Context: an optimization exercise on an open-source flow, tuned for small area and a short achievable clock period. The choices shown serve that exercise and are no tape-out recipe. No run shown here included a check of the RTL's function; only the layout flow was run. No activity file was given, so power comes from the tool's default toggle rates.

File: flow/design.v
module mul_pipe(
	input [15:0] numA59,
	input [15:0] numB59,
	input clk_59,
	input reset_59,
	output reg [15:0] Acc_result_59
);
wire z1 = (numA59 == 16'h0000) | (numB59 == 16'h0000);
wire s1 = numA59[15] ^ numB59[15];
wire [4:0] e1 = numA59[14:10] + numB59[14:10] + 5'd17;
wire [10:0] bb = {1'b1, numB59[9:0]};
wire [4:0] one1, two1, neg1;
genvar gi;
generate for (gi = 0; gi < 5; gi = gi + 1) begin : benc
	wire b0 = (gi == 0) ? 1'b0 : bb[2*gi-1];
	wire b1 = bb[2*gi];
	wire b2 = bb[2*gi+1];
	assign one1[gi] = b1 ^ b0;
	assign two1[gi] = (b2 & ~b1 & ~b0) | (~b2 & b1 & b0);
	assign neg1[gi] = b2 & ~(b1 & b0);
end endgenerate
reg z2, s2; reg [4:0] e2; reg [9:0] ma2; reg [4:0] one2, two2, neg2; reg b9_2;
always @(posedge clk_59) begin
	z2 <= z1; s2 <= s1; e2 <= e1; ma2 <= numA59[9:0];
	one2 <= one1; two2 <= two1; neg2 <= neg1; b9_2 <= numB59[9];
end
wire pp1 = ((one2[0] & ma2[0])) ^ neg2[0];
wire pp2 = ((one2[0] & ma2[1]) | (two2[0] & ma2[0])) ^ neg2[0];
wire pp3 = ((one2[0] & ma2[2]) | (two2[0] & ma2[1])) ^ neg2[0];
wire pp4 = ((one2[0] & ma2[3]) | (two2[0] & ma2[2])) ^ neg2[0];
wire pp5 = ((one2[0] & ma2[4]) | (two2[0] & ma2[3])) ^ neg2[0];
wire pp6 = ((one2[0] & ma2[5]) | (two2[0] & ma2[4])) ^ neg2[0];
wire pp7 = ((one2[0] & ma2[6]) | (two2[0] & ma2[5])) ^ neg2[0];
wire pp8 = ((one2[0] & ma2[7]) | (two2[0] & ma2[6])) ^ neg2[0];
wire pp9 = ((one2[0] & ma2[8]) | (two2[0] & ma2[7])) ^ neg2[0];
wire pp10 = ((one2[0] & ma2[9]) | (two2[0] & ma2[8])) ^ neg2[0];
wire pp11 = (one2[0] | (two2[0] & ma2[9])) ^ neg2[0];
wire pp12 = (two2[0]) ^ neg2[0];
wire pp13 = ((one2[1] & ma2[0])) ^ neg2[1];
wire pp14 = ((one2[1] & ma2[1]) | (two2[1] & ma2[0])) ^ neg2[1];
wire pp15 = ((one2[1] & ma2[2]) | (two2[1] & ma2[1])) ^ neg2[1];
wire pp16 = ((one2[1] & ma2[3]) | (two2[1] & ma2[2])) ^ neg2[1];
wire pp17 = ((one2[1] & ma2[4]) | (two2[1] & ma2[3])) ^ neg2[1];
wire pp18 = ((one2[1] & ma2[5]) | (two2[1] & ma2[4])) ^ neg2[1];
wire pp19 = ((one2[1] & ma2[6]) | (two2[1] & ma2[5])) ^ neg2[1];
wire pp20 = ((one2[1] & ma2[7]) | (two2[1] & ma2[6])) ^ neg2[1];
wire pp21 = ((one2[1] & ma2[8]) | (two2[1] & ma2[7])) ^ neg2[1];
wire pp22 = ((one2[1] & ma2[9]) | (two2[1] & ma2[8])) ^ neg2[1];
wire pp23 = (one2[1] | (two2[1] & ma2[9])) ^ neg2[1];
wire pp24 = (two2[1]) ^ neg2[1];
wire pp25 = ((one2[2] & ma2[0])) ^ neg2[2];
wire pp26 = ((one2[2] & ma2[1]) | (two2[2] & ma2[0])) ^ neg2[2];
wire pp27 = ((one2[2] & ma2[2]) | (two2[2] & ma2[1])) ^ neg2[2];
wire pp28 = ((one2[2] & ma2[3]) | (two2[2] & ma2[2])) ^ neg2[2];
wire pp29 = ((one2[2] & ma2[4]) | (two2[2] & ma2[3])) ^ neg2[2];
wire pp30 = ((one2[2] & ma2[5]) | (two2[2] & ma2[4])) ^ neg2[2];
wire pp31 = ((one2[2] & ma2[6]) | (two2[2] & ma2[5])) ^ neg2[2];
wire pp32 = ((one2[2] & ma2[7]) | (two2[2] & ma2[6])) ^ neg2[2];
wire pp33 = ((one2[2] & ma2[8]) | (two2[2] & ma2[7])) ^ neg2[2];
wire pp34 = ((one2[2] & ma2[9]) | (two2[2] & ma2[8])) ^ neg2[2];
wire pp35 = (one2[2] | (two2[2] & ma2[9])) ^ neg2[2];
wire pp36 = (two2[2]) ^ neg2[2];
wire pp37 = ((one2[3] & ma2[0])) ^ neg2[3];
wire pp38 = ((one2[3] & ma2[1]) | (two2[3] & ma2[0])) ^ neg2[3];
wire pp39 = ((one2[3] & ma2[2]) | (two2[3] & ma2[1])) ^ neg2[3];
wire pp40 = ((one2[3] & ma2[3]) | (two2[3] & ma2[2])) ^ neg2[3];
wire pp41 = ((one2[3] & ma2[4]) | (two2[3] & ma2[3])) ^ neg2[3];
wire pp42 = ((one2[3] & ma2[5]) | (two2[3] & ma2[4])) ^ neg2[3];
wire pp43 = ((one2[3] & ma2[6]) | (two2[3] & ma2[5])) ^ neg2[3];
wire pp44 = ((one2[3] & ma2[7]) | (two2[3] & ma2[6])) ^ neg2[3];
wire pp45 = ((one2[3] & ma2[8]) | (two2[3] & ma2[7])) ^ neg2[3];
wire pp46 = ((one2[3] & ma2[9]) | (two2[3] & ma2[8])) ^ neg2[3];
wire pp47 = (one2[3] | (two2[3] & ma2[9])) ^ neg2[3];
wire pp48 = (two2[3]) ^ neg2[3];
wire pp49 = ((one2[4] & ma2[0])) ^ neg2[4];
wire pp50 = ((one2[4] & ma2[1]) | (two2[4] & ma2[0])) ^ neg2[4];
wire pp51 = ((one2[4] & ma2[2]) | (two2[4] & ma2[1])) ^ neg2[4];
wire pp52 = ((one2[4] & ma2[3]) | (two2[4] & ma2[2])) ^ neg2[4];
wire pp53 = ((one2[4] & ma2[4]) | (two2[4] & ma2[3])) ^ neg2[4];
wire pp54 = ((one2[4] & ma2[5]) | (two2[4] & ma2[4])) ^ neg2[4];
wire pp55 = ((one2[4] & ma2[6]) | (two2[4] & ma2[5])) ^ neg2[4];
wire pp56 = ((one2[4] & ma2[7]) | (two2[4] & ma2[6])) ^ neg2[4];
wire pp57 = ((one2[4] & ma2[8]) | (two2[4] & ma2[7])) ^ neg2[4];
wire pp58 = ((one2[4] & ma2[9]) | (two2[4] & ma2[8])) ^ neg2[4];
wire pp59 = (one2[4] | (two2[4] & ma2[9])) ^ neg2[4];
wire pp60 = (two2[4]) ^ neg2[4];
wire nn61 = ~neg2[0];
wire nn62 = ~neg2[1];
wire nn63 = ~neg2[2];
wire nn64 = ~neg2[3];
wire nn65 = ~neg2[4];
wire pr66 = ~b9_2 & ma2[0];
wire pr67 = b9_2 ? ma2[0] : ma2[1];
wire pr68 = b9_2 ? ma2[1] : ma2[2];
wire pr69 = b9_2 ? ma2[2] : ma2[3];
wire pr70 = b9_2 ? ma2[3] : ma2[4];
wire pr71 = b9_2 ? ma2[4] : ma2[5];
wire pr72 = b9_2 ? ma2[5] : ma2[6];
wire pr73 = b9_2 ? ma2[6] : ma2[7];
wire pr74 = b9_2 ? ma2[7] : ma2[8];
wire pr75 = b9_2 ? ma2[8] : ma2[9];
wire pr76 = b9_2 ? ma2[9] : 1'b1;
wire pr77 = b9_2;
wire s78 = neg2[1] ^ pp3;
wire c79 = neg2[1] & pp3;
wire s80 = pp4 ^ pp14;
wire c81 = pp4 & pp14;
wire s82 = neg2[2] ^ pp5 ^ pp15;
wire c83 = (neg2[2] & pp5) | (neg2[2] & pp15) | (pp5 & pp15);
wire s84 = pp25 ^ c81;
wire c85 = pp25 & c81;
wire s86 = pp6 ^ pp16 ^ pp26;
wire c87 = (pp6 & pp16) | (pp6 & pp26) | (pp16 & pp26);
wire s88 = c83 ^ c85;
wire c89 = c83 & c85;
wire s90 = neg2[3] ^ pp7 ^ pp17;
wire c91 = (neg2[3] & pp7) | (neg2[3] & pp17) | (pp7 & pp17);
wire s92 = pp27 ^ pp37 ^ c87;
wire c93 = (pp27 & pp37) | (pp27 & c87) | (pp37 & c87);
wire s94 = s90 ^ c89;
wire c95 = s90 & c89;
wire s96 = pp8 ^ pp18 ^ pp28;
wire c97 = (pp8 & pp18) | (pp8 & pp28) | (pp18 & pp28);
wire s98 = pp38 ^ c91 ^ s96;
wire c99 = (pp38 & c91) | (pp38 & s96) | (c91 & s96);
wire s100 = neg2[4] ^ pp9 ^ pp19;
wire c101 = (neg2[4] & pp9) | (neg2[4] & pp19) | (pp9 & pp19);
wire s102 = pp29 ^ pp39 ^ pp49;
wire c103 = (pp29 & pp39) | (pp29 & pp49) | (pp39 & pp49);
wire s104 = c97 ^ s100 ^ s102;
wire c105 = (c97 & s100) | (c97 & s102) | (s100 & s102);
wire s106 = pp10 ^ pp20 ^ pp30;
wire c107 = (pp10 & pp20) | (pp10 & pp30) | (pp20 & pp30);
wire s108 = pp40 ^ pp50 ^ c101;
wire c109 = (pp40 & pp50) | (pp40 & c101) | (pp50 & c101);
wire s110 = c103 ^ s106;
wire c111 = c103 & s106;
wire s112 = pr66 ^ pp11 ^ pp21;
wire c113 = (pr66 & pp11) | (pr66 & pp21) | (pp11 & pp21);
wire s114 = pp31 ^ pp41 ^ pp51;
wire c115 = (pp31 & pp41) | (pp31 & pp51) | (pp41 & pp51);
wire s116 = c107 ^ s112 ^ s114;
wire c117 = (c107 & s112) | (c107 & s114) | (s112 & s114);
wire s118 = pr67 ^ pp12 ^ pp22;
wire c119 = (pr67 & pp12) | (pr67 & pp22) | (pp12 & pp22);
wire s120 = pp32 ^ pp42 ^ pp52;
wire c121 = (pp32 & pp42) | (pp32 & pp52) | (pp42 & pp52);
wire s122 = c113 ^ c115 ^ s118;
wire c123 = (c113 & c115) | (c113 & s118) | (c115 & s118);
wire s124 = neg2[0] ^ pr68 ^ pp23;
wire c125 = (neg2[0] & pr68) | (neg2[0] & pp23) | (pr68 & pp23);
wire s126 = pp33 ^ pp43 ^ pp53;
wire c127 = (pp33 & pp43) | (pp33 & pp53) | (pp43 & pp53);
wire s128 = c119 ^ c121 ^ s124;
wire c129 = (c119 & c121) | (c119 & s124) | (c121 & s124);
wire s130 = neg2[0] ^ pr69 ^ pp24;
wire c131 = (neg2[0] & pr69) | (neg2[0] & pp24) | (pr69 & pp24);
wire s132 = pp34 ^ pp44 ^ pp54;
wire c133 = (pp34 & pp44) | (pp34 & pp54) | (pp44 & pp54);
wire s134 = c125 ^ c127 ^ s130;
wire c135 = (c125 & c127) | (c125 & s130) | (c127 & s130);
wire s136 = nn61 ^ nn62 ^ pr70;
wire c137 = (nn61 & nn62) | (nn61 & pr70) | (nn62 & pr70);
wire s138 = pp35 ^ pp45 ^ pp55;
wire c139 = (pp35 & pp45) | (pp35 & pp55) | (pp45 & pp55);
wire s140 = s136 ^ c131 ^ c133;
wire c141 = (s136 & c131) | (s136 & c133) | (c131 & c133);
wire s142 = ~(pr71 ^ pp36);
wire c143 = pr71 | pp36;
wire s144 = pp46 ^ pp56 ^ c137;
wire c145 = (pp46 & pp56) | (pp46 & c137) | (pp56 & c137);
wire s146 = s142 ^ c139;
wire c147 = s142 & c139;
wire s148 = s144 ^ s146;
wire c149 = s144 & s146;
wire s150 = nn63 ^ pr72 ^ pp47;
wire c151 = (nn63 & pr72) | (nn63 & pp47) | (pr72 & pp47);
wire s152 = pp57 ^ c143 ^ s150;
wire c153 = (pp57 & c143) | (pp57 & s150) | (c143 & s150);
wire s154 = c145 ^ c147;
wire c155 = c145 & c147;
wire s156 = ~(pr73 ^ pp48);
wire c157 = pr73 | pp48;
wire s158 = pp58 ^ s156 ^ c151;
wire c159 = (pp58 & s156) | (pp58 & c151) | (s156 & c151);
wire s160 = nn64 ^ pr74 ^ pp59;
wire c161 = (nn64 & pr74) | (nn64 & pp59) | (pr74 & pp59);
wire s162 = c157 ^ s160;
wire c163 = c157 & s160;
wire s164 = ~(pr75 ^ pp60);
wire c165 = pr75 | pp60;
wire s166 = s164 ^ c161;
wire c167 = s164 & c161;
wire s168 = nn65 ^ pr76 ^ c165;
wire c169 = (nn65 & pr76) | (nn65 & c165) | (pr76 & c165);
wire s170 = ~pr77;
wire [5:0] lowsum = {1'b0, s82, c79, pp13, pp2, pp1} + {1'b0, s84, s80, s78, 1'b0, neg2[0]};
reg [43:0] t3; reg z3, s3; reg [4:0] e3;
always @(posedge clk_59) begin
	z3 <= z2; s3 <= s2; e3 <= e2;
	t3 <= {s170, c169, s168, c167, s166, c163, s162, c159, c155, c153, s158, s154, c149, s152, s148, c141, s140, c135, s138, s134, c129, s132, s128, c123, s126, s122, c117, s120, s116, c109, c111, c105, s108, s110, s104, c99, s98, c95, c93, s94, s92, lowsum[5], s88, s86};
end
wire s171 = t3[0] ^ t3[1];
wire c172 = t3[0] & t3[1];
wire s173 = t3[3] ^ t3[4];
wire c174 = t3[3] & t3[4];
wire s175 = t3[5] ^ t3[6] ^ t3[7];
wire c176 = (t3[5] & t3[6]) | (t3[5] & t3[7]) | (t3[6] & t3[7]);
wire s177 = t3[8] ^ t3[9];
wire c178 = t3[8] & t3[9];
wire s179 = t3[10] ^ t3[11] ^ t3[12];
wire c180 = (t3[10] & t3[11]) | (t3[10] & t3[12]) | (t3[11] & t3[12]);
wire s181 = t3[13] ^ t3[14] ^ t3[15];
wire c182 = (t3[13] & t3[14]) | (t3[13] & t3[15]) | (t3[14] & t3[15]);
wire s183 = t3[16] ^ t3[17] ^ t3[18];
wire c184 = (t3[16] & t3[17]) | (t3[16] & t3[18]) | (t3[17] & t3[18]);
wire s185 = t3[19] ^ t3[20] ^ t3[21];
wire c186 = (t3[19] & t3[20]) | (t3[19] & t3[21]) | (t3[20] & t3[21]);
wire s187 = t3[22] ^ t3[23] ^ t3[24];
wire c188 = (t3[22] & t3[23]) | (t3[22] & t3[24]) | (t3[23] & t3[24]);
wire s189 = t3[25] ^ t3[26] ^ t3[27];
wire c190 = (t3[25] & t3[26]) | (t3[25] & t3[27]) | (t3[26] & t3[27]);
wire s191 = t3[28] ^ t3[29];
wire c192 = t3[28] & t3[29];
wire s193 = t3[30] ^ t3[31] ^ t3[32];
wire c194 = (t3[30] & t3[31]) | (t3[30] & t3[32]) | (t3[31] & t3[32]);
wire s195 = t3[33] ^ t3[34] ^ t3[35];
wire c196 = (t3[33] & t3[34]) | (t3[33] & t3[35]) | (t3[34] & t3[35]);
wire s197 = t3[36] ^ t3[37];
wire c198 = t3[36] & t3[37];
wire s199 = t3[38] ^ t3[39];
wire c200 = t3[38] & t3[39];
wire s201 = t3[40] ^ t3[41];
wire c202 = t3[40] & t3[41];
wire s203 = t3[42] ^ t3[43];
wire c204 = t3[42] & t3[43];
wire [18:5] sl3 = {1'b0, c194, c192, c190, c188, c186, c184, c182, c180, c178, c176, c174, c172, t3[2]} + {1'b0, s195, s193, s191, s189, s187, s185, s183, s181, s179, s177, s175, s173, s171};
wire [21:18] xh3 = {c202, c200, c198, c196};
wire [21:18] yh3 = {s203, s201, s199, s197};
reg [17:10] pl4; reg cs4; reg [21:18] g4, p4; reg z4, s4; reg [4:0] e4;
always @(posedge clk_59) begin
	z4 <= z3; s4 <= s3; e4 <= e3; pl4 <= sl3[17:10]; cs4 <= sl3[18];
	g4 <= xh3 & yh3; p4 <= xh3 ^ yh3;
end
wire kg0_1 = g4[19] | (p4[19] & g4[18]);
wire kp0_1 = p4[19] & p4[18];
wire kg0_2 = g4[20] | (p4[20] & g4[19]);
wire kp0_2 = p4[20] & p4[19];
wire kg0_3 = g4[21] | (p4[21] & g4[20]);
wire kp0_3 = p4[21] & p4[20];
wire kg1_2 = kg0_2 | (kp0_2 & g4[18]);
wire kp1_2 = kp0_2 & p4[18];
wire kg1_3 = kg0_3 | (kp0_3 & kg0_1);
wire kp1_3 = kp0_3 & kp0_1;
wire hc0 = g4[18] | (p4[18] & cs4);
wire hc1 = kg0_1 | (kp0_1 & cs4);
wire hc2 = kg1_2 | (kp1_2 & cs4);
wire hc3 = kg1_3 | (kp1_3 & cs4);
wire [21:18] ph4 = {p4[21] ^ hc2, p4[20] ^ hc1, p4[19] ^ hc0, p4[18] ^ cs4};
wire [21:10] q4 = {ph4, pl4};
wire [9:0] m4 = q4[21] ? q4[20:11] : q4[19:10];
wire [4:0] e4p = e4 + 5'd1;
wire [4:0] x4 = q4[21] ? e4p : e4;
always @(posedge clk_59) begin
	Acc_result_59 <= z4 ? 16'h0000 : {s4, x4, m4};
end
endmodule
File: flow/flow/run.sh
#!/bin/bash
# Standard ORFS layout, with plain buffers (instead of the default delay-style
# buffer) on the input and output ports.
set -euo pipefail
export BUFFER_PORTS_ARGS="-buffer_cell sky130_fd_sc_hd__buf_1"
bash standard.sh synth > synth.log 2>&1
bash standard.sh > layout.log 2>&1
File: flow/standard.sh
#!/bin/bash
# synth_recipe.tcl (not shown) runs the flow's synth.tcl, then flattens the netlist and writes it again
# the make line also repeats each setting of config.mk as NAME=value (left out here)
make -C /OpenROAD-flow-scripts/flow DESIGN_CONFIG=/design/flow/config.mk WORK_HOME=/design/flow/orfs CLKGATE_MAP_FILE= SYNTH_SCRIPT=/design/flow/synth_recipe.tcl "${@:-finish}"
File: flow/config.mk
export PLATFORM = sky130hd
export DESIGN_NAME = mul_pipe
export DESIGN_NICKNAME = mul_pipe
export VERILOG_FILES = /design/flow/design.v
export SDC_FILE = /design/flow/constraint.sdc
export NUM_CORES = 4
export LEC_CHECK = 0
export CAP_MARGIN = 20
export CORE_MARGIN = 2
export CORE_UTILIZATION = 60
export CTS_BUF_LIST = sky130_fd_sc_hd__clkbuf_4 sky130_fd_sc_hd__clkbuf_8
export CTS_CLUSTER_DIAMETER = 60
export CTS_CLUSTER_SIZE = 30
export SETUP_SLACK_MARGIN = 3.0
export SLEW_MARGIN = 20
File: flow/constraint.sdc
create_clock -name core_clock -period 5.0 [get_ports {clk_59}]
set_input_delay 1.0000 -clock core_clock [delete_from_list [all_inputs] [get_ports {clk_59}]]
set_output_delay 1.0000 -clock core_clock [all_outputs]
set_load 0.01 [all_outputs]
==> results of run 1 <==
## state kept, by name (all words and copies together), names as in the netlist, 8 cells and up
| signal | flops |
|---|---|
| ma2 | 10 |
| Acc_result_59 | 16 |
| t3 | 44 |
| pl4 | 8 |
## repair_timing
| item | 4_1_cts | 5_1_grt |
|---|---|---|
| setup endpoints to repair | 36 | 18 |
| pin swaps | 7 | 11 |
| buffers inserted | 10 | 6 |
| gates resized for setup | 53 | 31 |
## logic make-up (layout without fill, tap and decap cells)
family                   count (synthesis)  after routing  share of synthesized area [%]
AO/OA/AOI/OAI                          132            132                           13.9
flip-flops                             123            123                           39.2
adder cells (fa/ha/maj)                 94             94                           23.7
AND/OR/NAND/NOR                         81             81                           7.15
XOR/XNOR                                70             70                           9.76
buffers and inverters                   69            131                           4.12
multiplexers                            13             13                           2.17
## path summary, 6_finish.rpt
check | from | end | slack, ns | depth (start not counted)
setup reg to reg | t3[13] | pl4[15] | 2.87 | 6
hold reg to reg | e2[2] | e3[2] | 0.33 | 0
setup / recovery | t3[13] | pl4[15] | 2.87 | 6
hold / removal | e2[2] | e3[2] | 0.33 | 0
## metrics by stage
step                cell area [µm²]  hold slack, ns  total power, W  cells  worst slack (ns)
finish                         7490           0.328         0.00571    780              2.87
global route                   7490           0.330         0.00614    780              2.81
CTS                            7320           0.328         0.00542    774              2.87
detailed placement             6640           0.312         0.00393    734              2.52
global placement               6640           0.311         0.00385    734              2.56
floorplan                      6420           0.310         0.00344    582              2.92
## layout by cell type (no fill, tap or decap), drive strengths merged, types with 16 or more instances in the layout
cell type	instances
clkbuf	21
a22oi	44
ha	52
xnor2	62
inv	34
a21oi	31
o21ai	26
dfxtp	123
fa	42
nand3	16
buf	65
## where the power goes
part / internal [W] / switching [W]
combinational: 0.00157 / 0.00165
sequential: 0.00133 / 0.000185
clock: 0.000594 / 0.000381
## routing by layer
layer / share of wire, % / global-route usage [%] / up-vias
met2: 48 / 40.3 / 159
li1: - / - / 2134
met1: 44 / 31.8 / 2115
met4: 2.2 / 9.30 / 0
met3: 5.7 / 5.64 / 31
met5: 0 / 0 / -
## layout make-up
type | count | area [µm²] | area share [%]
flip-flops and latches | 123 | 2530 | 33.8
clock inverters | 9 | 163 | 2.17
repair buffers | 65 | 315 | 4.21
inverters | 36 | 143 | 1.90
multi-input cells | 390 | 3880 | 51.8
well taps | 136 | 170 | 2.27
clock buffers | 21 | 289 | 3.86
==> parameters.txt, run 1 <==
Parameter                              Value

Global routing
  Antenna violations before repair ... 0
  Vias in the first global route ... between 4,000 and 5,000
  Global-route wire length before repair ... 21.4 mm
  GRT overflow ... 0
  Total GRT Usage ... between 20% and 30%
  Maximum number of pins on one net before global-route repair ... 18

Floorplanning
  Die W ... about 110 µm
  Die ar. ... 0.0113 mm²
  Floorplan die height ... between 100 and 150 µm
  Placeable Area ... 0.0102 mm²
  IO Pins ... 50
  Starting Density ... around three fifths
  Placement row count ... 37

STA
  Actual transition at the worst max-transition pin ... 0.896 ns
  Setup TNS ... 0 ns
  Final hold violation count ... 0
  Post-route clock skew ... around 0.0087 ns
  Final critical path time including I/O delays and setup ... about 2.1 ns
  Fmax achieved ... about 0.47 GHz
  Setup violation total in the final timing report ... 0
  RSZ-0062 raised after global routing ... yes
  Number of slew-limit violations in the final report ... 0
  Period utilisation layout ... between 40 and 50%
  Max-Slew Margin vs Limit ... about two fifths

Route
  DRT Wirelength ... about 13 mm
  Wire per inst ... around 17 µm
  Final antenna-violating net count ... 0
  Final routed DRC violation total ... 0
  Total number of vias ... about 4,400
  Avg Vias per Cell ... roughly 5.7
  DR iter-0 viols ... roughly 240
  DRT Pass-1 Iters ... 5

Clock network
  Max Buffers Root-to-Sink ... 2
  Inserted Clock Buffers ... 17
  CTS Root Cell ... sky130_fd_sc_hd__clkbuf_8
  Clock network latency to the later pin of the worst-skew pair ... roughly 0.44 ns
  Clock tree from TritonCTS ... done
  Clock slew seen by the registers of the worst setup and hold paths ... about 0.07 ns
  Hold buffer count at CTS ... 0
  Total clock sinks ... approximately 120
  Htree depth ... 4

Critical path
  Setup Crit Path Kind ... reg2reg
  Required time of the worst setup path ... 5.33 ns
  Series of cell instances along the critical path ... fa_1, ha_4, a211oi_4, o21bai_4, a2111oi_4, and4b_1
  Slowest cell on crit path ... sky130_fd_sc_hd__fa_1
  Buffers plus inverters on the worst setup path ... 0
  Top cell family by delay on the critical path ... adder cells
  Critical path launch point type ... flop
  Critical path's largest stage delay ... between 0.5 and 0.6 ns
  Kind of capture point of the worst setup path ... flop
  Critical path peak fanout ... 4
  Critical Path AT ... 2.47 ns

Synth
  Most frequently used cell type in the post-synthesis netlist ... sky130_fd_sc_hd__dfxtp_1
  Most frequent cells after synthesis ... 123 x sky130_fd_sc_hd__dfxtp_1, 62 x sky130_fd_sc_hd__xnor2_1, 52 x sky130_fd_sc_hd__ha_1
  Number of distinct library cell variants in the gate-level netlist after synthesis ... 43
  Number of flip-flops and latches in the synthesized netlist ... 123
  Yosys synthesis warning count ... 1
  Post-synth top area share ... 39.2%
  Top cells by area in the synthesized netlist ... sky130_fd_sc_hd__dfxtp_1 39%, sky130_fd_sc_hd__fa_1 13%, sky130_fd_sc_hd__ha_1 10%
  Most area-hungry cell type in the Yosys netlist ... sky130_fd_sc_hd__dfxtp_1
  Ys async rst share ... 0%
  Syn Std Cell Area ... around 0.0063 mm²
  Predominant post-synthesis flop cell ... sky130_fd_sc_hd__dfxtp_1
  Sequential area share after synthesis ... 39.2%
  Cell count after synthesis ... roughly 580
  Post-synthesis net count ... 710
  Post-synth EDFFs ... 0
  Mapped Avg Cell Area ... between 10 and 15 µm²

Power
  VDD IR max ... about 0.00045 V
  Standby leakage power ... around 3 nW
  Power Dens Cells ... 762 mW/mm²

Status
  Outcome ... timing/DRC/antenna clean

Layout
  Fin util ... about three quarters
  Number of inserted filler cells in the final layout ... between 700 and 800
  Fin nets ... approximately 760
  Number of antenna cells inserted ... 0
  Area growth from synthesis to layout ... 19.3%
  Fraction of final layout cells sized beyond drive strength 1 ... between 15 and 20%

Placed design
  Hpwl dp ... slightly above 9 mm
  Port Buffers ... 48
  Weighted congestion reported at the end of routability-driven placement ... approximately 0.90

Run
  Max-cap violation count ... 0

Hold path
  Path category of the worst min-delay check ... reg2reg
==> run 2: changes to the inputs <==
--- a/flow/design.v
+++ b/flow/design.v
@@ -18,5 +18,5 @@
 	assign one1[gi] = b1 ^ b0;
 	assign two1[gi] = (b2 & ~b1 & ~b0) | (~b2 & b1 & b0);
-	assign neg1[gi] = b2 & ~(b1 & b0);
+	assign neg1[gi] = b2;   
 end endgenerate
 reg z2, s2; reg [4:0] e2; reg [9:0] ma2; reg [4:0] one2, two2, neg2; reg b9_2;
@@ -235,27 +235,22 @@
 wire s203 = t3[42] ^ t3[43];
 wire c204 = t3[42] & t3[43];
-wire [18:5] sl3 = {1'b0, c194, c192, c190, c188, c186, c184, c182, c180, c178, c176, c174, c172, t3[2]} + {1'b0, s195, s193, s191, s189, s187, s185, s183, s181, s179, s177, s175, s173, s171};
-wire [21:18] xh3 = {c202, c200, c198, c196};
-wire [21:18] yh3 = {s203, s201, s199, s197};
-reg [17:10] pl4; reg cs4; reg [21:18] g4, p4; reg z4, s4; reg [4:0] e4;
-always @(posedge clk_59) begin
-	z4 <= z3; s4 <= s3; e4 <= e3; pl4 <= sl3[17:10]; cs4 <= sl3[18];
-	g4 <= xh3 & yh3; p4 <= xh3 ^ yh3;
-end
-wire kg0_1 = g4[19] | (p4[19] & g4[18]);
-wire kp0_1 = p4[19] & p4[18];
-wire kg0_2 = g4[20] | (p4[20] & g4[19]);
-wire kp0_2 = p4[20] & p4[19];
-wire kg0_3 = g4[21] | (p4[21] & g4[20]);
-wire kp0_3 = p4[21] & p4[20];
-wire kg1_2 = kg0_2 | (kp0_2 & g4[18]);
-wire kp1_2 = kp0_2 & p4[18];
-wire kg1_3 = kg0_3 | (kp0_3 & kg0_1);
-wire kp1_3 = kp0_3 & kp0_1;
-wire hc0 = g4[18] | (p4[18] & cs4);
-wire hc1 = kg0_1 | (kp0_1 & cs4);
-wire hc2 = kg1_2 | (kp1_2 & cs4);
-wire hc3 = kg1_3 | (kp1_3 & cs4);
-wire [21:18] ph4 = {p4[21] ^ hc2, p4[20] ^ hc1, p4[19] ^ hc0, p4[18] ^ cs4};
+wire [13:5] sl3 = {1'b0, c184, c182, c180, c178, c176, c174, c172, t3[2]} + {1'b0, s185, s183, s181, s179, s177, s175, s173, s171};
+wire [21:13] xh3 = {c202, c200, c198, c196, c194, c192, c190, c188, c186};
+wire [21:13] yh3 = {s203, s201, s199, s197, s195, s193, s191, s189, s187};
+wire [21:13] h3 = xh3 + yh3;
+reg [12:10] pl4; reg cs4; reg [21:13] h4; reg z4, s4; reg [4:0] e4;
+always @(posedge clk_59) begin
+	z4 <= z3; s4 <= s3; e4 <= e3; pl4 <= sl3[12:10]; cs4 <= sl3[13];
+	h4 <= h3;
+end
+wire io1 = h4[13];
+wire io2 = h4[13] & h4[14];
+wire io3 = h4[13] & h4[14] & h4[15];
+wire io4 = h4[13] & h4[14] & h4[15] & h4[16];
+wire io5 = h4[13] & h4[14] & h4[15] & h4[16] & h4[17];
+wire io6 = h4[13] & h4[14] & h4[15] & h4[16] & h4[17] & h4[18];
+wire io7 = h4[13] & h4[14] & h4[15] & h4[16] & h4[17] & h4[18] & h4[19];
+wire io8 = h4[13] & h4[14] & h4[15] & h4[16] & h4[17] & h4[18] & h4[19] & h4[20];
+wire [21:13] ph4 = {h4[21] ^ (cs4 & io8), h4[20] ^ (cs4 & io7), h4[19] ^ (cs4 & io6), h4[18] ^ (cs4 & io5), h4[17] ^ (cs4 & io4), h4[16] ^ (cs4 & io3), h4[15] ^ (cs4 & io2), h4[14] ^ (cs4 & io1), h4[13] ^ cs4};
 wire [21:10] q4 = {ph4, pl4};
 wire [9:0] m4 = q4[21] ? q4[20:11] : q4[19:10];
--- a/flow/config.mk
+++ b/flow/config.mk
@@ -12,4 +12,5 @@
 export CTS_CLUSTER_DIAMETER = 60
 export CTS_CLUSTER_SIZE = 30
-export SETUP_SLACK_MARGIN = 3.0
+export SETUP_SLACK_MARGIN = 3.2
 export SLEW_MARGIN = 20
+export TNS_END_PERCENT = 0
==> run 2 against run 1 <==
Still clean. Wire length decreased by 10%. Cell area fell by 7.3%. First-iteration DRC count is 11% lower. Combinational power fell by 47%. Global-route usage shrank 1.1 points. Clock power decreased by 6.2%. Die area down 1.2%.
==> parameters.txt, run 2 <==
Parameter                              Value

Status
  Outcome ... timing/DRC/antenna clean

Critical path
  Kind of capture point of the worst setup path ... flop
  Series of cell instances along the critical path ... a22oi_1, xnor2_1, fa_1, fa_1
  Required time of the worst setup path ... 5.32 ns (about the same)
  Cell occurring most often along the worst timing path ... sky130_fd_sc_hd__fa_1
  Slowest cell on crit path ... sky130_fd_sc_hd__dfxtp_1
  Buffers plus inverters on the worst setup path ... 0 (unchanged)
  Critical path launch point type ... flop
  Top cell family by delay on the critical path ... adder cells
  Setup Crit Path Kind ... reg2reg
  Critical Path AT ... 2.46 ns (about the same)
  Register-to-Register Setup Slack ... 2.86 ns (about the same)
  Number of cells traversed by the worst register-to-register path ... 4 (-2)
  Critical path peak fanout ... 12 (+8)
  End of the worst register-to-register path ... t3[9]
  Source of the worst register-to-register timing path ... ma2[6]
  Critical path's largest stage delay ... 0.62 ns (+0.03 ns)

STA
  Fmax achieved ... 0.467 GHz (-0.27%)
  Final hold violation count ... 0 (unchanged)
  Number of slew-limit violations in the final report ... 0 (unchanged)
  Actual transition at the worst max-transition pin ... 0.753 ns (-0.143 ns)
  Final critical path time including I/O delays and setup ... 2.14 ns (+0.00568 ns)
  RSZ-0062 raised after global routing ... yes
  Period utilisation layout ... 42.8% (+0.11 points)
  Max-Slew Margin vs Limit ... 49.7% (+9.6 points)
  Setup violation total in the final timing report ... 0 (unchanged)
  Setup TNS ... 0 ns (unchanged)
  Post-route clock skew ... 0.00998 ns (+0.00130 ns)

Clock network
  Max Buffers Root-to-Sink ... 2 (unchanged)
  Htree depth ... 4 (unchanged)
  Post-CTS Setup Bufs ... 0 (-10)
  Inserted Clock Buffers ... 17 (unchanged)
  CTS Root Cell ... sky130_fd_sc_hd__clkbuf_8
  Clock tree from TritonCTS ... done
  Clock network latency to the later pin of the worst-skew pair ... 0.44 ns (about the same)
  Total clock sinks ... 119 (-3.3%)
  Clock slew seen by the registers of the worst setup and hold paths ... 0.08 ns (about the same)
  Hold buffer count at CTS ... 0 (unchanged)

Route
  Avg Vias per Cell ... 5.39 (-5.3%)
  Final antenna-violating net count ... 0 (unchanged)
  Final routed DRC violation total ... 0 (unchanged)
  Total number of vias ... 4,025 (-9.3%)
  Wire per inst ... 15.6 µm (-6.3%)
  DR iter-0 viols ... 211 (-11%)
  DRT Pass-1 Iters ... 5 (unchanged)
  DRT Wirelength ... 11.7 mm (-10%)

Power
  Standby leakage power ... 2.88 nW (-4.4%)
  VDD IR max ... 0.000279 V (-39%)
  Power Dens Cells ... 594 mW/mm² (-22%)

Layout
  Count of non-filler cells in the finished layout ... 747 (-4.2%)
  Fraction of final layout cells sized beyond drive strength 1 ... 10.3% (-8.9 points)
  Max FFs per register ... 44 (unchanged)
  Leading cell types in the layout, fill and taps excluded ... 109 x sky130_fd_sc_hd__dfxtp_1, 66 x sky130_fd_sc_hd__xnor2_1, 48 x sky130_fd_sc_hd__buf_1, 44 x sky130_fd_sc_hd__a22oi_1, 44 x sky130_fd_sc_hd__ha_1
  Fin util ... 68.2% (-5.0 points)
  Area growth from synthesis to layout ... 12.0%
  Register bank with the most flops ... t3
  Most common cell after layout, fill and taps aside ... sky130_fd_sc_hd__dfxtp_1
  Largest registers ... t3 x44, Acc_result_59 x16, ma2 x10
  Fin nets ... 722 (-5.1%)
  Number of antenna cells inserted ... 0 (unchanged)

Hold path
  Worst Hold Path EP ... z4
  Worst hold start ... z3
  Path category of the worst min-delay check ... reg2reg
  Worst hold path stage count ... 0 (unchanged)

Synth
  Top cells by area in the synthesized netlist ... sky130_fd_sc_hd__dfxtp_1 38%, sky130_fd_sc_hd__fa_1 14%, sky130_fd_sc_hd__ha_1 9.7%
  Cell count after synthesis ... 560 (-3.8%)
  Yosys synthesis warning count ... 1 (unchanged)
  Post-synth top area share ... 38.4% (-0.79 points)
  Mapped Avg Cell Area ... 11.1 µm² (+2.6%)
  Sequential area share after synthesis ... 38.4% (-0.79 points)
  Number of flip-flops and latches in the synthesized netlist ... 119 (-3.3%)
  Syn Std Cell Area ... 0.00620 mm² (-1.3%)
  Ys async rst share ... 0% (unchanged)
  Predominant post-synthesis flop cell ... sky130_fd_sc_hd__dfxtp_1
  Most frequently used cell type in the post-synthesis netlist ... sky130_fd_sc_hd__dfxtp_1
  Number of distinct library cell variants in the gate-level netlist after synthesis ... 45 (+4.7%)
  Post-synthesis net count ... 684 (-3.7%)
  Most frequent cells after synthesis ... 119 x sky130_fd_sc_hd__dfxtp_1, 66 x sky130_fd_sc_hd__xnor2_1, 48 x sky130_fd_sc_hd__ha_1
  Post-synth EDFFs ... 0 (unchanged)
  Most area-hungry cell type in the Yosys netlist ... sky130_fd_sc_hd__dfxtp_1

Floorplanning
  Die ar. ... 0.0112 mm² (-1.2%)
  Placeable Area ... 0.0102 mm² (-0.45%)
  Floorplan die height ... 106 µm (-0.61%)
  IO Pins ... 50 (unchanged)
  Placement row count ... 37 (unchanged)
  Die W ... 106 µm (-0.61%)
  Starting Density ... 60.9% (-0.49 points)

Global routing
  Global-route wire length before repair ... 20.3 mm (-5.0%)
  GRT overflow ... 0 (unchanged)
  Total GRT Usage ... 23.5% (-1.1 points)
  Vias in the first global route ... 4,210 (-3.9%)
  Maximum number of pins on one net before global-route repair ... 26 (+8)
  Antenna violations before repair ... 0 (unchanged)

Run
  Max-cap violation count ... 0 (unchanged)

Placed design
  Placed Instances ... 715 (-2.6%)
  Port Buffers ... 48 (unchanged)
  Weighted congestion reported at the end of routability-driven placement ... 0.859 (-4.7%)
  Hpwl dp ... 8.81 mm (-4.0%)
run 2: cell types whose count changed after synthesis, moves of 6 or more:
| cell | change |
|---|---|
| sky130_fd_sc_hd__nand2b_1 | +13 |
| sky130_fd_sc_hd__mux2i_1 | +6 |
| sky130_fd_sc_hd__xor2_1 | +6 |
| sky130_fd_sc_hd__nand3_1 | -14 |
| sky130_fd_sc_hd__o21ai_0 | -9 |
| sky130_fd_sc_hd__a21oi_1 | -13 |
run 2: cell type report:
cell class	count	area [µm²]
Multi-Input combinational cell	377	3630
Fill cell	804	3240
Sequential cell	119	2400
Clock buffer	17	234
Timing Repair Buffer	49	191
Clock inverter	15	189
Tap cell	136	170
Inverter	34	128
run 2: cell families (layout without fill, tap and decap cells):
kind of cell | Yosys count | count (layout) | synth area share [%]
AO/OA/AOI/OAI | 108 | 108 | 11.8
XOR/XNOR | 81 | 81 | 11.6
adder cells (fa/ha/maj) | 90 | 90 | 23.2
buffers and inverters | 64 | 115 | 3.95
flip-flops | 119 | 119 | 38.4
multiplexers | 19 | 19 | 3.23
AND/OR/NAND/NOR | 79 | 79 | 7.79
run 2: how the worst max path moves through the flow:
stage / slack, ns / cells after the start / from / end
2_1_floorplan: 2.99 / 7 / t3[22] / h4[19]
3_3_place_gp: 2.57 / 5 / neg2[3] / t3[15]
3_5_place_dp: 2.53 / 7 / neg2[0] / t3[2]
4_1_cts: 2.87 / 7 / t3[22] / h4[19]
5_1_grt: 2.73 / 7 / t3[22] / h4[19]
6_report: 2.86 / 4 / ma2[6] / t3[9]
run 2: stage by stage:
step	worst slack [ns]	cell area, µm²	power, W	hold WS [ns]
finish	2.86	6950	0.00413	0.329
CTS	2.87	6950	0.00416	0.331
global placement	2.57	6500	0.00317	0.315
global route	2.73	6950	0.00449	0.335
detailed placement	2.53	6500	0.00323	0.312
floorplan	2.99	6280	0.00282	0.310
run 2: power by group:
part | leakage (nW) | internal, W | total (W) | switching [W]
clock network | 0.214 | 0.000504 | 0.000915 | 0.000411
logic | 1.66 | 0.000828 | 0.00172 | 0.000888
registers | 1.00 | 0.00128 | 0.00150 | 0.000215
total | 2.88 | 0.00261 | 0.00413 | 0.00151
run 2: timing repair:
item                                    in CTS  in global routing
resized for setup                           14                  0
endpoints found under the setup margin      61                 64
cloned                                       0                  0
run 2: metal layers:
layer	vias up	part of all wire, %	routed length [µm]	track usage, %
li1	2006	-	-	-
met1	1901	46	5330	29.7
met2	105	48	5610	38.4
met3	13	5.1	592	6.31
met4	0	1.2	140	9.02
met5	-	0	0	0
==> run 3: changes to the inputs <==
--- a/flow/config.mk
+++ b/flow/config.mk
@@ -12,5 +12,5 @@
 export CTS_CLUSTER_DIAMETER = 60
 export CTS_CLUSTER_SIZE = 30
-export SETUP_SLACK_MARGIN = 3.2
+export SETUP_SLACK_MARGIN = 3.0
 export SLEW_MARGIN = 20
-export TNS_END_PERCENT = 0
+export TNS_END_PERCENT = 100
==> run 3 against run 2 <==
Setup slack improved by 0.037 ns. Sequential cell count unchanged. Clock skew increased by 0.0041 ns. Final cell count is 2.5% higher. Register-to-register slack gained 0.04 ns. Via count grew 4.2%. Clock power decreased by about 10%. Die area did not move. Largest power group unchanged.
==> parameters.txt, run 3 <==
Parameter                              Value

Status
  Outcome ... timing/DRC/antenna clean

Global routing
  Vias in the first global route ... 4,148 (-1.5%)
  Antenna violations before repair ... 0 (unchanged)
  Maximum number of pins on one net before global-route repair ... 26 (unchanged)
  Global-route wire length before repair ... 20.2 mm (-0.68%)
  GRT overflow ... 0 (unchanged)
  Total GRT Usage ... 23.5% (about the same)

Placed design
  Port Buffers ... 48 (unchanged)
  Hpwl dp ... 8.82 mm (+0.15%)
  Post-Place Setup Slack ... 2.55 ns (+0.0177 ns)
  Weighted congestion reported at the end of routability-driven placement ... 0.858 (-0.17%)

Route
  DR iter-0 viols ... 248 (+18%)
  DRT Pass-1 Iters ... 4 (-1)
  Wire per inst ... 15.8 µm (+0.98%)
  Avg Vias per Cell ... 5.47 (+1.6%)
  DRT Wirelength ... 12.1 mm (+3.6%)
  Final routed DRC violation total ... 0 (unchanged)
  Final antenna-violating net count ... 0 (unchanged)
  Total number of vias ... 4,193 (+4.2%)

Floorplanning
  Placeable Area ... 0.0102 mm² (unchanged)
  Die ar. ... 0.0112 mm² (unchanged)
  IO Pins ... 50 (unchanged)
  Placement row count ... 37 (unchanged)
  Die W ... 106 µm (unchanged)
  Starting Density ... 60.9% (unchanged)
  Floorplan die height ... 106 µm (unchanged)

Power
  Power Dens Cells ... 592 mW/mm² (-0.42%)
  Internal power consumption ... 0.00272 W (+4.0%)
  Proportion of power drawn by the clock network ... 19.2% (-3.0 points)
  Switching Fraction ... 36.4% (-0.28 points)
  Net switching component of the power ... 0.00156 W (+2.7%)
  Standby leakage power ... 2.97 nW (+3.0%)
  VDD IR max ... 0.000295 V (+5.8%)
  Sequential share of power ... 34.9% (-1.3 points)
  Share of power burned in combinational logic ... 45.8% (+4.2 points)

Layout
  Most common cell after layout, fill and taps aside ... sky130_fd_sc_hd__dfxtp_1
  Register bank with the most flops ... t3
  Area growth from synthesis to layout ... 16.4%
  Largest registers ... t3 x44, Acc_result_59 x16, ma2 x10
  Fin nets ... 741 (+2.6%)
  Number of antenna cells inserted ... 0 (unchanged)
  Max FFs per register ... 44 (unchanged)
  Leading cell types in the layout, fill and taps excluded ... 92 x sky130_fd_sc_hd__dfxtp_1, 66 x sky130_fd_sc_hd__xnor2_1, 48 x sky130_fd_sc_hd__buf_1, 42 x sky130_fd_sc_hd__a22oi_1, 40 x sky130_fd_sc_hd__ha_1
  Number of inserted filler cells in the final layout ... 786 (-2.2%)
  Fraction of final layout cells sized beyond drive strength 1 ... 17.6% (+7.3 points)

STA
  Number of slew-limit violations in the final report ... 0 (unchanged)
  Setup violation total in the final timing report ... 0 (unchanged)
  Setup TNS ... 0 ns (unchanged)
  Final hold violation count ... 0 (unchanged)
  Final critical path time including I/O delays and setup ... 2.10 ns (-0.0365 ns)
  PnR worst setup slack ... 2.90 ns (+0.0365 ns)
  Post-route clock skew ... 0.0140 ns (+0.00405 ns)
  Final hold slack ... 0.325 ns (-0.00394 ns)
  Period utilisation layout ... 42.1% (-0.73 points)
  Max-Slew Margin vs Limit ... 51.8% (+2.1 points)
  RSZ-0062 raised after global routing ... yes
  Fmax achieved ... 0.475 GHz (+1.7%)
  Actual transition at the worst max-transition pin ... 0.722 ns (-0.0307 ns)

Synth
  Yosys synthesis warning count ... 1 (unchanged)
  Most frequently used cell type in the post-synthesis netlist ... sky130_fd_sc_hd__dfxtp_1
  Most frequent cells after synthesis ... 119 x sky130_fd_sc_hd__dfxtp_1, 66 x sky130_fd_sc_hd__xnor2_1, 48 x sky130_fd_sc_hd__ha_1
  Number of distinct library cell variants in the gate-level netlist after synthesis ... 45 (unchanged)
  Cell count after synthesis ... 560 (unchanged)
  Post-synth EDFFs ... 0 (unchanged)
  Ys async rst share ... 0% (unchanged)
  Post-synthesis net count ... 684 (unchanged)
  Predominant post-synthesis flop cell ... sky130_fd_sc_hd__dfxtp_1
  Top cells by area in the synthesized netlist ... sky130_fd_sc_hd__dfxtp_1 38%, sky130_fd_sc_hd__fa_1 14%, sky130_fd_sc_hd__ha_1 9.7%
  Sequential area share after synthesis ... 38.4% (unchanged)
  Number of flip-flops and latches in the synthesized netlist ... 119 (unchanged)
  Post-synth top area share ... 38.4% (unchanged)
  Most area-hungry cell type in the Yosys netlist ... sky130_fd_sc_hd__dfxtp_1
  Mapped Avg Cell Area ... 11.1 µm² (unchanged)
  Syn Std Cell Area ... 0.00620 mm² (unchanged)

Clock network
  Clock slew seen by the registers of the worst setup and hold paths ... 0.07 ns (about the same)
  Hold buffer count at CTS ... 0 (unchanged)
  Htree depth ... 4 (unchanged)
  Max Buffers Root-to-Sink ... 2 (unchanged)
  Clock network latency to the later pin of the worst-skew pair ... 0.43 ns (about the same)
  Clock tree from TritonCTS ... done
  Total clock sinks ... 119 (unchanged)
  CTS Root Cell ... sky130_fd_sc_hd__clkbuf_8
  Inserted Clock Buffers ... 17 (unchanged)

Run
  Max-cap violation count ... 0 (unchanged)

Critical path
  Setup Crit Path Kind ... reg2reg
  Critical Path AT ... 2.41 ns (-0.05 ns)
  Critical path peak fanout ... 2 (-10)
  Required time of the worst setup path ... 5.30 ns (-0.02 ns)
  Kind of capture point of the worst setup path ... flop
  Critical path launch point type ... flop

Hold path
  Path category of the worst min-delay check ... reg2reg
-- run 3: cell counts after synthesis --
No cell type changed its count.
-- run 3: layout make-up --
type	instances	area (µm²)	area share, %
Multi-Input combinational cell	377	3710	51.4
Sequential cell	119	2450	33.9
Timing Repair Buffer	68	372	5.15
Clock buffer	22	290	4.02
Tap cell	136	170	2.36
Inverter	34	131	1.82
Clock inverter	10	96.3	1.33
-- run 3: worst paths after layout --
| kind | from | end | slack [ns] | cells after the start |
|---|---|---|---|---|
| hold / removal | e3[0] | e4[0] | 0.33 | 0 |
| setup / recovery | t3[22] | h4[21] | 2.90 | 7 |
| hold reg to reg | e3[0] | e4[0] | 0.33 | 0 |
| setup reg to reg | t3[22] | h4[21] | 2.90 | 7 |
-- run 3: per-stage QoR --
stage	cell area [µm²]	util (%)	total power, W	cells
after floorplan	6280	-	0.00282	560
after global placement	6500	63.8	0.00317	715
after detailed placement	6500	63.8	0.00322	715
after CTS	7010	68.8	0.00414	750
after global routing	7220	70.9	0.00464	766
final	7220	70.9	0.00427	766
-- run 3: logic make-up (layout without fill, tap and decap cells) --
kind of cell | Yosys count | after routing | synth area share, %
xor+xnor | 81 | 81 | 11.6
simple gates | 79 | 79 | 7.79
mux | 19 | 19 | 3.23
compound gates | 108 | 108 | 11.8
buf+inv | 64 | 134 | 3.95
flops | 119 | 119 | 38.4
fa+ha+maj | 90 | 90 | 23.2
-- run 3: power groups by stage --
stage	logic (W)	clock network (W)	registers [W]
2_1_floorplan	0.00135	0	0.00146
3_3_place_gp	0.00166	0	0.00151
3_5_place_dp	0.00170	0	0.00152
4_1_cts	0.00180	0.000843	0.00150
5_1_grt	0.00223	0.000885	0.00153
6_report	0.00196	0.000822	0.00149
-- run 3: worst max-delay path, cell delays in order, from the launching register on --
cell	delay (ns)
sky130_fd_sc_hd__dfxtp_2	0.32
sky130_fd_sc_hd__fa_1	0.47
sky130_fd_sc_hd__ha_2	0.20
sky130_fd_sc_hd__fa_2	0.36
sky130_fd_sc_hd__a211oi_2	0.22
sky130_fd_sc_hd__o21ai_1	0.13
sky130_fd_sc_hd__a31oi_1	0.18
sky130_fd_sc_hd__xnor2_1	0.10
-- run 3: per-layer routing --
layer	global-route usage [%]	part of all wire (%)	up-vias
li1	-	-	2052
met5	0	0	-
met4	10.6	2.6	0
met3	5.38	5.0	25
met2	38.4	47	115
met1	29.6	45	2001
-- run 3: timing repair --
action                                  in CTS  in global routing
gates cloned                                 1                  0
pin swaps                                    4                 13
endpoints found under the setup margin      33                 14
buffers inserted                             2                 16
resized for setup                           34                 23
==> run 4: changes to the inputs <==
--- a/flow/design.v
+++ b/flow/design.v
@@ -235,22 +235,23 @@
 wire s203 = t3[42] ^ t3[43];
 wire c204 = t3[42] & t3[43];
-wire [13:5] sl3 = {1'b0, c184, c182, c180, c178, c176, c174, c172, t3[2]} + {1'b0, s185, s183, s181, s179, s177, s175, s173, s171};
-wire [21:13] xh3 = {c202, c200, c198, c196, c194, c192, c190, c188, c186};
-wire [21:13] yh3 = {s203, s201, s199, s197, s195, s193, s191, s189, s187};
-wire [21:13] h3 = xh3 + yh3;
-reg [12:10] pl4; reg cs4; reg [21:13] h4; reg z4, s4; reg [4:0] e4;
-always @(posedge clk_59) begin
-	z4 <= z3; s4 <= s3; e4 <= e3; pl4 <= sl3[12:10]; cs4 <= sl3[13];
+wire [12:5] sl3 = {1'b0, c182, c180, c178, c176, c174, c172, t3[2]} + {1'b0, s183, s181, s179, s177, s175, s173, s171};
+wire [21:12] xh3 = {c202, c200, c198, c196, c194, c192, c190, c188, c186, c184};
+wire [21:12] yh3 = {s203, s201, s199, s197, s195, s193, s191, s189, s187, s185};
+wire [21:12] h3 = xh3 + yh3;
+reg [11:10] pl4; reg cs4; reg [21:12] h4; reg z4, s4; reg [4:0] e4;
+always @(posedge clk_59) begin
+	z4 <= z3; s4 <= s3; e4 <= e3; pl4 <= sl3[11:10]; cs4 <= sl3[12];
 	h4 <= h3;
 end
-wire io1 = h4[13];
-wire io2 = h4[13] & h4[14];
-wire io3 = h4[13] & h4[14] & h4[15];
-wire io4 = h4[13] & h4[14] & h4[15] & h4[16];
-wire io5 = h4[13] & h4[14] & h4[15] & h4[16] & h4[17];
-wire io6 = h4[13] & h4[14] & h4[15] & h4[16] & h4[17] & h4[18];
-wire io7 = h4[13] & h4[14] & h4[15] & h4[16] & h4[17] & h4[18] & h4[19];
-wire io8 = h4[13] & h4[14] & h4[15] & h4[16] & h4[17] & h4[18] & h4[19] & h4[20];
-wire [21:13] ph4 = {h4[21] ^ (cs4 & io8), h4[20] ^ (cs4 & io7), h4[19] ^ (cs4 & io6), h4[18] ^ (cs4 & io5), h4[17] ^ (cs4 & io4), h4[16] ^ (cs4 & io3), h4[15] ^ (cs4 & io2), h4[14] ^ (cs4 & io1), h4[13] ^ cs4};
+wire io1 = h4[12];
+wire io2 = h4[12] & h4[13];
+wire io3 = h4[12] & h4[13] & h4[14];
+wire io4 = h4[12] & h4[13] & h4[14] & h4[15];
+wire io5 = h4[12] & h4[13] & h4[14] & h4[15] & h4[16];
+wire io6 = h4[12] & h4[13] & h4[14] & h4[15] & h4[16] & h4[17];
+wire io7 = h4[12] & h4[13] & h4[14] & h4[15] & h4[16] & h4[17] & h4[18];
+wire io8 = h4[12] & h4[13] & h4[14] & h4[15] & h4[16] & h4[17] & h4[18] & h4[19];
+wire io9 = h4[12] & h4[13] & h4[14] & h4[15] & h4[16] & h4[17] & h4[18] & h4[19] & h4[20];
+wire [21:12] ph4 = {h4[21] ^ (cs4 & io9), h4[20] ^ (cs4 & io8), h4[19] ^ (cs4 & io7), h4[18] ^ (cs4 & io6), h4[17] ^ (cs4 & io5), h4[16] ^ (cs4 & io4), h4[15] ^ (cs4 & io3), h4[14] ^ (cs4 & io2), h4[13] ^ (cs4 & io1), h4[12] ^ cs4};
 wire [21:10] q4 = {ph4, pl4};
 wire [9:0] m4 = q4[21] ? q4[20:11] : q4[19:10];
--- a/flow/config.mk
+++ b/flow/config.mk
@@ -12,5 +12,5 @@
 export CTS_CLUSTER_DIAMETER = 60
 export CTS_CLUSTER_SIZE = 30
-export SETUP_SLACK_MARGIN = 3.0
+export SETUP_SLACK_MARGIN = 3.2
 export SLEW_MARGIN = 20
-export TNS_END_PERCENT = 100
+export TNS_END_PERCENT = 0
==> run 4 against run 3 <==
Still clean on timing, DRC and antenna. Final cell count decreased by 2.7%. Die area is 2.1% lower. Critical path depth is 2 lower. Combinational power is 6% lower. Via count fell by 3.2%. Total power decreased by 0.93%. Critical path type unchanged. Largest cell class unchanged. Highest routed layer unchanged.
==> parameters.txt, run 4 <==
Parameter                              Value

Synth
  Sequential area share after synthesis ... 39.3% (+0.86 points)
  Ys async rst share ... 0% (unchanged)
  Syn Std Cell Area ... 0.00607 mm² (-2.2%)
  Post-synthesis net count ... 682 (-0.29%)
  Most frequent cells after synthesis ... 119 x sky130_fd_sc_hd__dfxtp_1, 69 x sky130_fd_sc_hd__xnor2_1, 48 x sky130_fd_sc_hd__ha_1
  Area share of fa/ha/maj cells after synthesis ... 23.8% (+0.52 points)
  Yosys synthesis warning count ... 1 (unchanged)
  Post-synth top area share ... 39.3% (+0.86 points)
  Cell count after synthesis ... 558 (-0.36%)
  Post-synth EDFFs ... 0 (unchanged)
  Fraction of synthesized area in multiplexers ... 2.21% (-1.0 points)
  Share of the synthesized netlist area taken by xor and xnor gates ... 11.7% (+0.13 points)
  Post-Synth Simple-Gate Area ... 7.13% (-0.65 points)
  Area fraction in compound gates after synthesis ... 11.7% (-0.17 points)
  Top cells by area in the synthesized netlist ... sky130_fd_sc_hd__dfxtp_1 39%, sky130_fd_sc_hd__fa_1 14%, sky130_fd_sc_hd__xnor2_1 10%
  Most frequently used cell type in the post-synthesis netlist ... sky130_fd_sc_hd__dfxtp_1
  Largest family of logic cells by synthesized area ... adder cells
  Number of flip-flops and latches in the synthesized netlist ... 119 (unchanged)
  Number of distinct library cell variants in the gate-level netlist after synthesis ... 43 (-4.4%)
  Most area-hungry cell type in the Yosys netlist ... sky130_fd_sc_hd__dfxtp_1
  Mapped Avg Cell Area ... 10.9 µm² (-1.8%)
  Predominant post-synthesis flop cell ... sky130_fd_sc_hd__dfxtp_1

STA
  Setup violation total in the final timing report ... 0 (unchanged)
  Final hold violation count ... 0 (unchanged)
  Setup TNS ... 0 ns (unchanged)
  Post-route clock skew ... 0.0143 ns (+0.000249 ns)
  Max-Slew Margin vs Limit ... 55.0% (+3.2 points)
  Number of slew-limit violations in the final report ... 0 (unchanged)
  RSZ-0062 raised after global routing ... yes
  Actual transition at the worst max-transition pin ... 0.669 ns (-0.0531 ns)
  Final hold slack ... 0.328 ns (+0.00283 ns)
  Final critical path time including I/O delays and setup ... 2.19 ns (+0.0855 ns)
  Period utilisation layout ... 43.8% (+1.7 points)
  Fmax achieved ... 0.457 GHz (-3.9%)

Floorplanning
  Die ar. ... 0.0109 mm² (-2.1%)
  Floorplan die height ... 105 µm (-1.1%)
  IO Pins ... 50 (unchanged)
  Die W ... 105 µm (-1.1%)
  Starting Density ... 62.1% (+1.2 points)
  Placement row count ... 36 (-2.7%)
  Placeable Area ... 0.00977 mm² (-4.0%)

Hold path
  Path category of the worst min-delay check ... reg2reg

Route
  DRT Wirelength ... 11.2 mm (-7.1%)
  DR iter-0 viols ... 168 (-32%)
  Final antenna-violating net count ... 0 (unchanged)
  Total number of vias ... 4,059 (-3.2%)
  Final routed DRC violation total ... 0 (unchanged)
  Wire per inst ... 15.1 µm (-4.5%)
  Avg Vias per Cell ... 5.45 (-0.47%)
  DRT Pass-1 Iters ... 5 (+1)

Global routing
  Global-route wire length before repair ... 19.2 mm (-4.6%)
  Vias in the first global route ... 4,054 (-2.3%)
  Antenna violations before repair ... 0 (unchanged)
  GRT overflow ... 0 (unchanged)
  Total GRT Usage ... 22.2% (-1.2 points)
  Maximum number of pins on one net before global-route repair ... 25 (-3.8%)

Layout
  Fin util ... 70.1% (-0.75 points)
  Largest registers ... t3 x44, Acc_result_59 x16
  Area growth from synthesis to layout ... 13.0%
  Fraction of final layout cells sized beyond drive strength 1 ... 12.1% (-5.5 points)
  Design area ... 0.00686 mm² (-5.0%)
  Number of antenna cells inserted ... 0 (unchanged)
  Max FFs per register ... 44 (unchanged)
  Register bank with the most flops ... t3
  Most common cell after layout, fill and taps aside ... sky130_fd_sc_hd__dfxtp_1
  Leading cell types in the layout, fill and taps excluded ... 104 x sky130_fd_sc_hd__dfxtp_1, 69 x sky130_fd_sc_hd__xnor2_1, 48 x sky130_fd_sc_hd__buf_1, 44 x sky130_fd_sc_hd__a22oi_1, 43 x sky130_fd_sc_hd__ha_1
  Fin nets ... 723 (-2.4%)

Clock network
  Total clock sinks ... 119 (unchanged)
  Htree depth ... 4 (unchanged)
  Clock network latency to the later pin of the worst-skew pair ... 0.43 ns (about the same)
  Max Buffers Root-to-Sink ... 2 (unchanged)
  Inserted Clock Buffers ... 17 (unchanged)
  Clock tree from TritonCTS ... done
  Clock slew seen by the registers of the worst setup and hold paths ... 0.08 ns (about the same)
  CTS Root Cell ... sky130_fd_sc_hd__clkbuf_8
  Hold buffer count at CTS ... 0 (unchanged)

Power
  VDD IR max ... 0.000308 V (+4.5%)
  Final total power ... 0.00423 W (-0.93%)
  Power Dens Cells ... 617 mW/mm² (+4.3%)
  Standby leakage power ... 2.82 nW (-5.0%)

Critical path
  Kind of capture point of the worst setup path ... flop
  Setup Crit Path Kind ... reg2reg
  Required time of the worst setup path ... 5.30 ns (about the same)
  Critical path peak fanout ... 11 (+9)
  Critical Path AT ... 2.49 ns (+0.08 ns)
  Critical path launch point type ... flop

Placed design
  Weighted congestion reported at the end of routability-driven placement ... 0.873 (+1.8%)
  Port Buffers ... 48 (unchanged)
  Hpwl dp ... 8.30 mm (-5.9%)
  Area of placed instances ... 0.00635 mm² (-2.3%)

Status
  Outcome ... timing/DRC/antenna clean

Run
  Max-cap violation count ... 0 (unchanged)
run 4: changes by cell type after synthesis, sizes merged, moves of 3 or more:
cell,before,now
nand4,6,2
mux2i,14,10
a21oi,18,21
inv,34,39
nand2b,17,10
nand2,11,17
nor2,11,14
a21o,8,4
o21bai,4,1
run 4: cell type report:
class                           instances  area (µm²)
Tap cell                              133         166
Clock inverter                         15         176
Sequential cell                       119        2410
Fill cell                             745        2920
Timing Repair Buffer                   52         214
Clock buffer                           17         234
Inverter                               39         146
Multi-Input combinational cell        370        3510
run 4: cell families (layout without fill, tap and decap cells):
logic type / Yosys count / count (layout)
simple gates: 80 / 80
compound gates: 106 / 106
buf+inv: 69 / 123
xor+xnor: 81 / 81
fa+ha+maj: 90 / 90
flops: 119 / 119
mux: 13 / 13
run 4: report_power, final:
part           internal (W)  switching, W  leakage, nW  total [W]
Clock              0.000464      0.000435        0.209   0.000899
Sequential          0.00128      0.000199         1.00    0.00148
Combinational      0.000926      0.000928         1.61    0.00185
Total               0.00267       0.00156         2.82    0.00423
run 4: final timing paths:
path                 from  endpoint  slack [ns]  cells past startpoint
setup / recovery  two2[2]    t3[15]        2.81                      5
hold / removal      e2[3]     e3[3]        0.33                      0
setup reg to reg  two2[2]    t3[15]        2.81                      5
hold reg to reg     e2[3]     e3[3]        0.33                      0
run 4: per-layer routing:
| metal | share of wire, % | vias up | global-route usage, % |
|---|---|---|---|
| met5 | 0 | - | 0 |
| met4 | 1.3 | 0 | 7.92 |
| met3 | 5.6 | 13 | 4.49 |
| met2 | 48 | 121 | 36.9 |
| met1 | 45 | 1935 | 29.0 |
| li1 | - | 1990 | - |
run 4: timing repair:
action	in CTS	in global routing
resized for setup	20	10
setup endpoints to repair	63	65
buffers inserted	1	1
pin swaps	5	6
run 4: per-stage QoR:
stage / setup slack [ns] / std cells
2_1_floorplan: 2.94 / 558
3_3_place_gp: 2.56 / 711
3_5_place_dp: 2.53 / 711
4_1_cts: 2.86 / 744
5_1_grt: 2.77 / 745
6_report: 2.81 / 745
run 4: critical path, cell delays in order, from the launching register on:
cell and delay, ns:
sky130_fd_sc_hd__dfxtp_1 0.64, sky130_fd_sc_hd__a22oi_1 0.17, sky130_fd_sc_hd__xnor2_1 0.18, sky130_fd_sc_hd__fa_1 0.59, sky130_fd_sc_hd__inv_1 0.06, sky130_fd_sc_hd__fa_1 0.42
==> run 5: changes to the inputs <==
--- a/flow/config.mk
+++ b/flow/config.mk
@@ -12,5 +12,5 @@
 export CTS_CLUSTER_DIAMETER = 60
 export CTS_CLUSTER_SIZE = 30
-export SETUP_SLACK_MARGIN = 3.2
+export SETUP_SLACK_MARGIN = 3.0
 export SLEW_MARGIN = 20
-export TNS_END_PERCENT = 0
+export TNS_END_PERCENT = 100
==> run 5 against run 4 <==
Sequential cell count stayed put. Still clean. Critical path type unchanged. Setup slack gained 0.012 ns. Combinational power up 15%. Hold slack worse by 0.0039 ns. Via count rose by 2.6%. Maximum frequency up 0.57%. Largest power group unchanged. Core utilization is 3.7 points higher. Sequential share of layout area is 0.93 points lower.
==> parameters.txt, run 5 <==
Parameter                              Value

Clock network
  Clock network latency to the later pin of the worst-skew pair ... 0.42 ns (about the same)
  Htree depth ... 4 (unchanged)
  Inserted Clock Buffers ... 17 (unchanged)
  Hold buffer count at CTS ... 0 (unchanged)
  Total clock sinks ... 119 (unchanged)
  Max Buffers Root-to-Sink ... 2 (unchanged)
  Clock slew seen by the registers of the worst setup and hold paths ... 0.07 ns (about the same)

Floorplanning
  Die ar. ... 0.0109 mm² (unchanged)
  Starting Density ... 62.1% (unchanged)
  Placeable Area ... 0.00977 mm² (unchanged)
  IO Pins ... 50 (unchanged)
  Die W ... 105 µm (unchanged)

Critical path
  Top cell family by delay on the critical path ... adder cells
  Series of cell instances along the critical path ... fa_1, ha_2, inv_2, fa_2, inv_2, a21oi_4, o22ai_2, o41a_1, xor2_1
  Critical Path AT ... 2.51 ns (+0.02 ns)
  Critical path launch point type ... flop
  Buffers plus inverters on the worst setup path ... 2 (+1)
  Critical path's largest stage delay ... 0.53 ns (-0.11 ns)
  Required time of the worst setup path ... 5.33 ns (+0.03 ns)
  Setup Crit Path Kind ... reg2reg
  Kind of capture point of the worst setup path ... flop

STA
  Setup TNS ... 0 ns (unchanged)
  Actual transition at the worst max-transition pin ... 0.621 ns (-0.0483 ns)
  Period utilisation layout ... 43.5% (-0.25 points)
  Number of slew-limit violations in the final report ... 0 (unchanged)
  Final hold violation count ... 0 (unchanged)
  Post-route clock skew ... 0.00922 ns (-0.00506 ns)
  Setup violation total in the final timing report ... 0 (unchanged)
  RSZ-0062 raised after global routing ... yes

Power
  Switching Fraction ... 35.9% (-0.99 points)
  Sequential share of power ... 33.0% (-2.0 points)
  Proportion of power drawn by the clock network ... 19.4% (-1.8 points)
  Net switching component of the power ... 0.00160 W (+2.7%)
  Internal power consumption ... 0.00286 W (+7.2%)
  Standby leakage power ... 2.93 nW (+3.9%)
  Share of power burned in combinational logic ... 47.6% (+3.8 points)
  VDD IR max ... 0.000300 V (-2.7%)

Global routing
  Total GRT Usage ... 23.2% (+0.94 points)
  GRT overflow ... 0 (unchanged)
  Vias in the first global route ... 4,269 (+5.3%)
  Antenna violations before repair ... 0 (unchanged)

Synth
  Cell count after synthesis ... 558 (unchanged)
  Sequential area share after synthesis ... 39.3% (unchanged)
  Number of distinct library cell variants in the gate-level netlist after synthesis ... 43 (unchanged)
  Most area-hungry cell type in the Yosys netlist ... sky130_fd_sc_hd__dfxtp_1
  Area fraction in compound gates after synthesis ... 11.7% (unchanged)
  Post-synthesis net count ... 682 (unchanged)
  Share of the synthesized netlist area taken by xor and xnor gates ... 11.7% (unchanged)
  Ys async rst share ... 0% (unchanged)
  Syn Std Cell Area ... 0.00607 mm² (unchanged)
  Fraction of synthesized area in multiplexers ... 2.21% (unchanged)
  Most frequently used cell type in the post-synthesis netlist ... sky130_fd_sc_hd__dfxtp_1
  Mapped Avg Cell Area ... 10.9 µm² (unchanged)
  Number of flip-flops and latches in the synthesized netlist ... 119 (unchanged)

Route
  DR iter-0 viols ... 171 (+1.8%)
  DRT Wirelength ... 11.8 mm (+5.2%)
  Final routed DRC violation total ... 0 (unchanged)
  Final antenna-violating net count ... 0 (unchanged)

Layout
  Fin nets ... 740 (+2.4%)
  Register bank with the most flops ... t3
  Fin util ... 73.8% (+3.7 points)
  Area growth from synthesis to layout ... 18.9%
  Number of antenna cells inserted ... 0 (unchanged)
  Fraction of final layout cells sized beyond drive strength 1 ... 20.1% (+8.0 points)
  Max FFs per register ... 44 (unchanged)
  Largest registers ... t3 x44, Acc_result_59 x16

Hold path
  Path category of the worst min-delay check ... reg2reg

Status
  Outcome ... timing/DRC/antenna clean

Placed design
  Weighted congestion reported at the end of routability-driven placement ... 0.875 (+0.22%)
  Port Buffers ... 48 (unchanged)

Run
  Max-cap violation count ... 0 (unchanged)
==> run 5: worst paths after layout <==
| kind | start | to | slack (ns) | cells past startpoint |
|---|---|---|---|---|
| worst max-delay path | t3[21] | h4[20] | 2.82 | 9 |
| worst min-delay path | s3 | s4 | 0.32 | 0 |
| worst max register to register | t3[21] | h4[20] | 2.82 | 9 |
| worst min register to register | s3 | s4 | 0.32 | 0 |
==> run 5: cell families after synthesis <==
kind of cell             Yosys count
multiplexers                      13
flip-flops                       119
AND/OR/NAND/NOR                   80
buffers and inverters             69
AO/OA/AOI/OAI                    106
adder cells (fa/ha/maj)           90
XOR/XNOR                          81
==> run 5: cell type report <==
class / instances / area (µm²)
multi-input cells: 370 / 3650
fillers: 729 / 2560
flip-flops and latches: 119 / 2470
repair buffers: 69 / 377
clock buffers: 21 / 270
well taps: 133 / 166
inverters: 39 / 158
clock inverters: 9 / 128
==> run 5: stage by stage <==
stage               std cells  hold slack, ns  cell area (µm²)  power [W]  setup WS, ns
floorplan                 558           0.310             6140    0.00277          2.94
global placement          711           0.310             6370    0.00311          2.56
detailed placement        711           0.312             6370    0.00319          2.54
CTS                       744           0.324             6920    0.00425          2.84
global route              760           0.337             7210    0.00486          2.79
finish                    760           0.324             7210    0.00447          2.82
==> run 5: power by group through the flow <==
| stage | registers (W) | clock network [W] | logic, W |
|---|---|---|---|
| 6_report | 0.00147 | 0.000867 | 0.00212 |
| 5_1_grt | 0.00152 | 0.000938 | 0.00241 |
| 4_1_cts | 0.00148 | 0.000886 | 0.00188 |
| 2_1_floorplan | 0.00145 | 0 | 0.00132 |
| 3_3_place_gp | 0.00149 | 0 | 0.00162 |
| 3_5_place_dp | 0.00150 | 0 | 0.00168 |
==> run 5: repair_timing <==
action,in CTS,in global routing
endpoints found under the setup margin,36,15
hold endpoints to repair,0,0
gates cloned,1,0
resized for setup,45,45
setup buffers,2,16
pin swaps,11,16
==> run 5: layer usage <==
metal  up-vias  global-route usage [%]  routed length (µm)
li1       2013                       -                   -
met1      1991                    30.2                5220
met2       141                    37.6                5720
met3        21                    5.36                 666
met4         0                    9.17                 216
met5         -                       0                   0
==> run 5: worst register-to-register path, delay by kind of cell (launching register included) <==
family	cells	cell delay, ns
fa+ha+maj	3	1.10
compound gates	3	0.34
flops	1	0.32
xor+xnor	1	0.20
buf+inv	2	0.13
